From an optimization exercise on the open Yosys and OpenROAD flow, aimed at small area, a short achievable clock period and few clock cycles per item; shortcuts taken in it are not production practice.
In this exercise RTL edits were held to simulation tests only and were not proved equivalent to the original.

==> try-ember <==
// coll_det
module coll_det(x1, y1, x2, y2, vx1, vy1, vx2, vy2, r2, trial, clock, reset, in_rdy, out_rdy);
Settings: LEC_CHECK=0, ABC_AREA=1, CAP_MARGIN=20, CORE_MARGIN=2, CORE_UTILIZATION=60, SLEW_MARGIN=20; clock period 45.0 ns.
run.sh (not shown) runs the stock make flow with config.mk's settings and CLKGATE_MAP_FILE= SYNTH_SCRIPT=/design/flow/synth_recipe.tcl, a recipe that flattens the netlist after the stock synthesis.
==> try-tundra: changes against try-ember <==
==> flow/flow/run.sh (new file) <==
#!/bin/bash
# Standard layout, except that synthesis skips the quick ABC pass inside
# Yosys's "synth -run fine:" (-noabc), so that extract_fa sees the full-adder
# logic as written and maps it to sky130 full adders without inverters
# between them. Everything else is the standard flow (standard.sh).
set -euo pipefail
cd "$(dirname "$0")/.."
sed 's/yosys synth -nofsm -noshare {\*}\$args/yosys synth -nofsm -noshare -noabc {*}$args/' \
  synth_recipe.tcl > flow_synth.tcl
grep -q -- '-noabc' flow_synth.tcl
sed 's#synth_recipe\.tcl#flow_synth.tcl#g' standard.sh > flow_standard.sh
grep -q 'flow_synth.tcl' flow_standard.sh
bash flow_standard.sh > flow_make.log 2>&1
==> flow/standard.sh (new file) <==
#!/bin/bash
# synth_recipe.tcl (not shown) runs the flow's synth.tcl, then flattens the netlist and writes it again
# the make line also repeats each setting of config.mk as NAME=value (left out here)
make -C /OpenROAD-flow-scripts/flow DESIGN_CONFIG=/design/flow/config.mk WORK_HOME=/design/flow/orfs CLKGATE_MAP_FILE= SYNTH_SCRIPT=/design/flow/synth_recipe.tcl "${@:-finish}"
--- a/flow/config.mk
+++ b/flow/config.mk
@@ -9,4 +9,4 @@
 export CAP_MARGIN = 20
 export CORE_MARGIN = 2
-export CORE_UTILIZATION = 60
+export CORE_UTILIZATION = 40
 export SLEW_MARGIN = 20
removed: flow/run.sh
==> try-delta: changes against try-ember <==
--- a/flow/config.mk
+++ b/flow/config.mk
@@ -9,4 +9,4 @@
 export CAP_MARGIN = 20
 export CORE_MARGIN = 2
-export CORE_UTILIZATION = 60
+export CORE_UTILIZATION = 40
 export SLEW_MARGIN = 20
==> try-raven: changes against try-ember <==
==> flow/flow/run.sh (new file) <==
#!/bin/bash
# Standard layout, except that synthesis skips the quick ABC pass inside
# Yosys's "synth -run fine:" (-noabc), so that extract_fa sees the full-adder
# logic as written and maps it to sky130 full adders without inverters
# between them. Everything else is the standard flow (standard.sh).
set -euo pipefail
cd "$(dirname "$0")/.."
sed 's/yosys synth -nofsm -noshare {\*}\$args/yosys synth -nofsm -noshare -noabc {*}$args/' \
  synth_recipe.tcl > flow_synth.tcl
grep -q -- '-noabc' flow_synth.tcl
sed 's#synth_recipe\.tcl#flow_synth.tcl#g' standard.sh > flow_standard.sh
grep -q 'flow_synth.tcl' flow_standard.sh
bash flow_standard.sh SETUP_SLACK_MARGIN=30 finish > flow_make.log 2>&1
==> flow/standard.sh (new file) <==
#!/bin/bash
# synth_recipe.tcl (not shown) runs the flow's synth.tcl, then flattens the netlist and writes it again
# the make line also repeats each setting of config.mk as NAME=value (left out here)
make -C /OpenROAD-flow-scripts/flow DESIGN_CONFIG=/design/flow/config.mk WORK_HOME=/design/flow/orfs CLKGATE_MAP_FILE= SYNTH_SCRIPT=/design/flow/synth_recipe.tcl "${@:-finish}"
--- a/flow/config.mk
+++ b/flow/config.mk
@@ -9,4 +9,4 @@
 export CAP_MARGIN = 20
 export CORE_MARGIN = 2
-export CORE_UTILIZATION = 60
+export CORE_UTILIZATION = 40
 export SLEW_MARGIN = 20
removed: flow/run.sh
==> metrics.cfg <==
[yosys]
ys_seq_area_share_pct=0.0408

[outcome]
outcome=timing/DRC/antenna clean

[finish]
nonClkBufAreaFrac_pct=3.76
num-nonclk-buffers=467
fin_nets=15400

[global_route]
grt_pass1_vias=93600

[drt]
wl_met2_um=177000

[place]
pre_cts_ws_ns=18.43

That was try-delta.
==> metrics.cfg <==
[outcome]
outcome=timing/DRC/antenna clean

[finish]
num-nonclk-buffers=436
nonClkBufAreaFrac_pct=3.70

[yosys]
ys_seq_area_share_pct=0.0433

[drt]
wl_met2_um=182000

[global_route]
grt_pass1_vias=93100

[place]
pre_cts_ws_ns=19.00

That was try-tundra.
==> metrics.cfg <==
[yosys]
synth.top_cells.by_count=fa_1, nand2_1, nor2_1
ys_seq_area_share_pct=0.0433

[finish]
num-nonclk-buffers=576
fillerInstances=22700
fin_nets=13900

[outcome]
outcome=timing/DRC/antenna clean

[global_route]
grt_pass1_vias=94400
grtUsageTotal_pct=36.1
met3_usage_pct=10.5
antenna_found_initial=23

[place]
pre_cts_ws_ns=18.99

[drt]
wl_met2_um=189000
first_pass_iters=9

That was try-raven.
==> metrics.cfg <==
[finish]
nonClkBufAreaFrac_pct=3.63
final-clk-cell-share_pct=0.0736
num-nonclk-buffers=435

[setup_path]
crit_path_top_delay_cell=o22ai_1

[yosys]
yosys.area.top_type_share_pct=40.8
ys_seq_area_share_pct=0.0408

[place]
pre_cts_ws_ns=18.08

[global_route]
grt_pass1_vias=101000

[drt]
wl_met2_um=180000

[outcome]
outcome=timing/DRC/antenna clean

That was try-ember.
Testbench counts of try-ember, summed over its fixed seeds: cycles 960, items 960.
Testbench counts of try-tundra, summed over its fixed seeds: cycles 960, items 960.
Testbench counts of try-delta, summed over its fixed seeds: cycles 960, items 960.
Testbench counts of try-raven, summed over its fixed seeds: cycles 960, items 960.

---

==> inputs of v8 <==
coll_det again, from the RTL that the note above started with.
==> flow/config.mk <==
export PLATFORM = sky130hd
export DESIGN_NAME = coll_det
export DESIGN_NICKNAME = coll_det
export VERILOG_FILES = /design/flow/design.v
export SDC_FILE = /design/flow/constraint.sdc
export NUM_CORES = 4
export LEC_CHECK = 0
export ABC_AREA = 1
export CAP_MARGIN = 20
export CORE_MARGIN = 2
export CORE_UTILIZATION = 40
export SLEW_MARGIN = 20
==> flow/constraint.sdc <==
create_clock -name core_clock -period 45.0 [get_ports {clock}]
set_input_delay 9.0000 -clock core_clock [delete_from_list [all_inputs] [get_ports {clock}]]
set_output_delay 9.0000 -clock core_clock [all_outputs]
set_load 0.01 [all_outputs]
standard.sh (not shown) runs the stock make flow with config.mk's settings and CLKGATE_MAP_FILE= SYNTH_SCRIPT=/design/flow/synth_recipe.tcl, a recipe that flattens the netlist after the stock synthesis.
==> flow/flow/run.sh <==
#!/bin/bash
# Standard layout, except that synthesis skips the quick ABC pass inside
# Yosys's "synth -run fine:" (-noabc), so that extract_fa sees the full-adder
# logic as written and maps it to sky130 full adders without inverters
# between them. Everything else is the standard flow (standard.sh).
set -euo pipefail
cd "$(dirname "$0")/.."
sed 's/yosys synth -nofsm -noshare {\*}\$args/yosys synth -nofsm -noshare -noabc {*}$args/' \
  synth_recipe.tcl > flow_synth.tcl
grep -q -- '-noabc' flow_synth.tcl
sed 's#synth_recipe\.tcl#flow_synth.tcl#g' standard.sh > flow_standard.sh
grep -q 'flow_synth.tcl' flow_standard.sh
bash flow_standard.sh SETUP_SLACK_MARGIN=24 finish > flow_make.log 2>&1
==> inputs of v3, as changes to v8 <==
--- a/flow/flow/run.sh
+++ b/flow/flow/run.sh
@@ -11,3 +11,3 @@
 sed 's#synth_recipe\.tcl#flow_synth.tcl#g' standard.sh > flow_standard.sh
 grep -q 'flow_synth.tcl' flow_standard.sh
-bash flow_standard.sh SETUP_SLACK_MARGIN=24 finish > flow_make.log 2>&1
+bash flow_standard.sh SETUP_SLACK_MARGIN=20 finish > flow_make.log 2>&1
==> inputs of v5, as changes to v8 <==
==> flow/flow/run.sh (replaced) <==
#!/bin/bash
set -euo pipefail
cd "$(dirname "$0")/.."
sed 's/yosys synth -nofsm -noshare {\*}\$args/yosys synth -nofsm -noshare -noabc {*}$args/' \
  synth_recipe.tcl > flow_synth.tcl
grep -q -- '-noabc' flow_synth.tcl
sed 's#synth_recipe\.tcl#flow_synth.tcl#g' standard.sh > flow_standard.sh
grep -q 'flow_synth.tcl' flow_standard.sh
bash flow_standard.sh SETUP_SLACK_MARGIN=24 'BUFFER_PORTS_ARGS=-buffer_cell sky130_fd_sc_hd__buf_2' finish > flow_make.log 2>&1
==> notes.md <==
| metric | v5 | v3 | v8 |
|---|---|---|---|
| Result of the run | timing/DRC/antenna clean | timing/DRC/antenna clean | timing/DRC/antenna clean |
| Critical path buffer and inverter count | 12 | 10 | 11 |
| Share of the clock period used by the worst path | 53.4% | 54.7% | 53.0% |
| Post-Place Worst Slack | 19.32 ns | 19.00 ns | 18.99 ns |
| Slowest library cell on the worst path | fa_1 | fa_1 | clkinv_1 |
| Slew margin rel. | 22.5% | 21.4% | 22.0% |
| Top fanout value on the critical path | 35 | 18 | 25 |
| Final Core Density | 43.3% | 43.3% | 44.6% |
| Number of fill cells in the layout | 22.9k | 22.8k | 22.7k |
| Area delta synth->final | 7.74% | 7.79% | 10.8% |
| First-pass GRT wire length | 622 mm | 615 mm | 630 mm |
Testbench counts of v8, summed over its fixed seeds: cycles 960, items 960.
Testbench counts of v3, summed over its fixed seeds: cycles 960, items 960.
Testbench counts of v5, summed over its fixed seeds: cycles 960, items 960.

port drivers added, routing unchanged:
Ports are ideal in the flow. The routed layouts listed here were re-timed in OpenROAD. Step 1: set_driving_cell puts a clkbuf_16 on clock and a buf_2 on each other input, an assumption about the parent block. Step 2 times the ports against the registers' clock, not the clock port: input delays grow and output delays shrink by t, the midpoint of the rising clock arrivals with the driver on. Slacks: no drivers / after step 1 / after step 2; pairs: no drivers / after step 1.
run | t, ns | slack for setup (ns) | worst hold slack (ns) | clock arrival spread, ns
try-ember | 0.272 | 17.769 / 17.789 / 17.517 | 9.308 / 9.290 / 9.562 | 0.004 / 0.004
try-tundra | 0.253 | 18.637 / 18.643 / 18.390 | 9.319 / 9.313 / 9.566 | 0.005 / 0.004
try-delta | 0.276 | 18.321 / 18.335 / 18.060 | 9.295 / 9.280 / 9.555 | 0.005 / 0.005
try-raven | 0.253 | 21.152 / 21.157 / 20.904 | 9.304 / 9.301 / 9.554 | 0.004 / 0.004
v8 | 0.253 | 21.152 / 21.157 / 20.904 | 9.304 / 9.301 / 9.554 | 0.004 / 0.004
v3 | 0.252 | 20.384 / 20.382 / 20.130 | 9.320 / 9.313 / 9.565 | 0.003 / 0.004
v5 | 0.253 | 20.966 / 20.964 / 20.712 | 8.934 / 8.929 / 9.182 | 0.002 / 0.003
After both steps every run listed still meets setup and hold. For try-delta, which loses most, drivers alone change the setup slack by +0.014 ns; drivers and shift together by -0.261 ns.
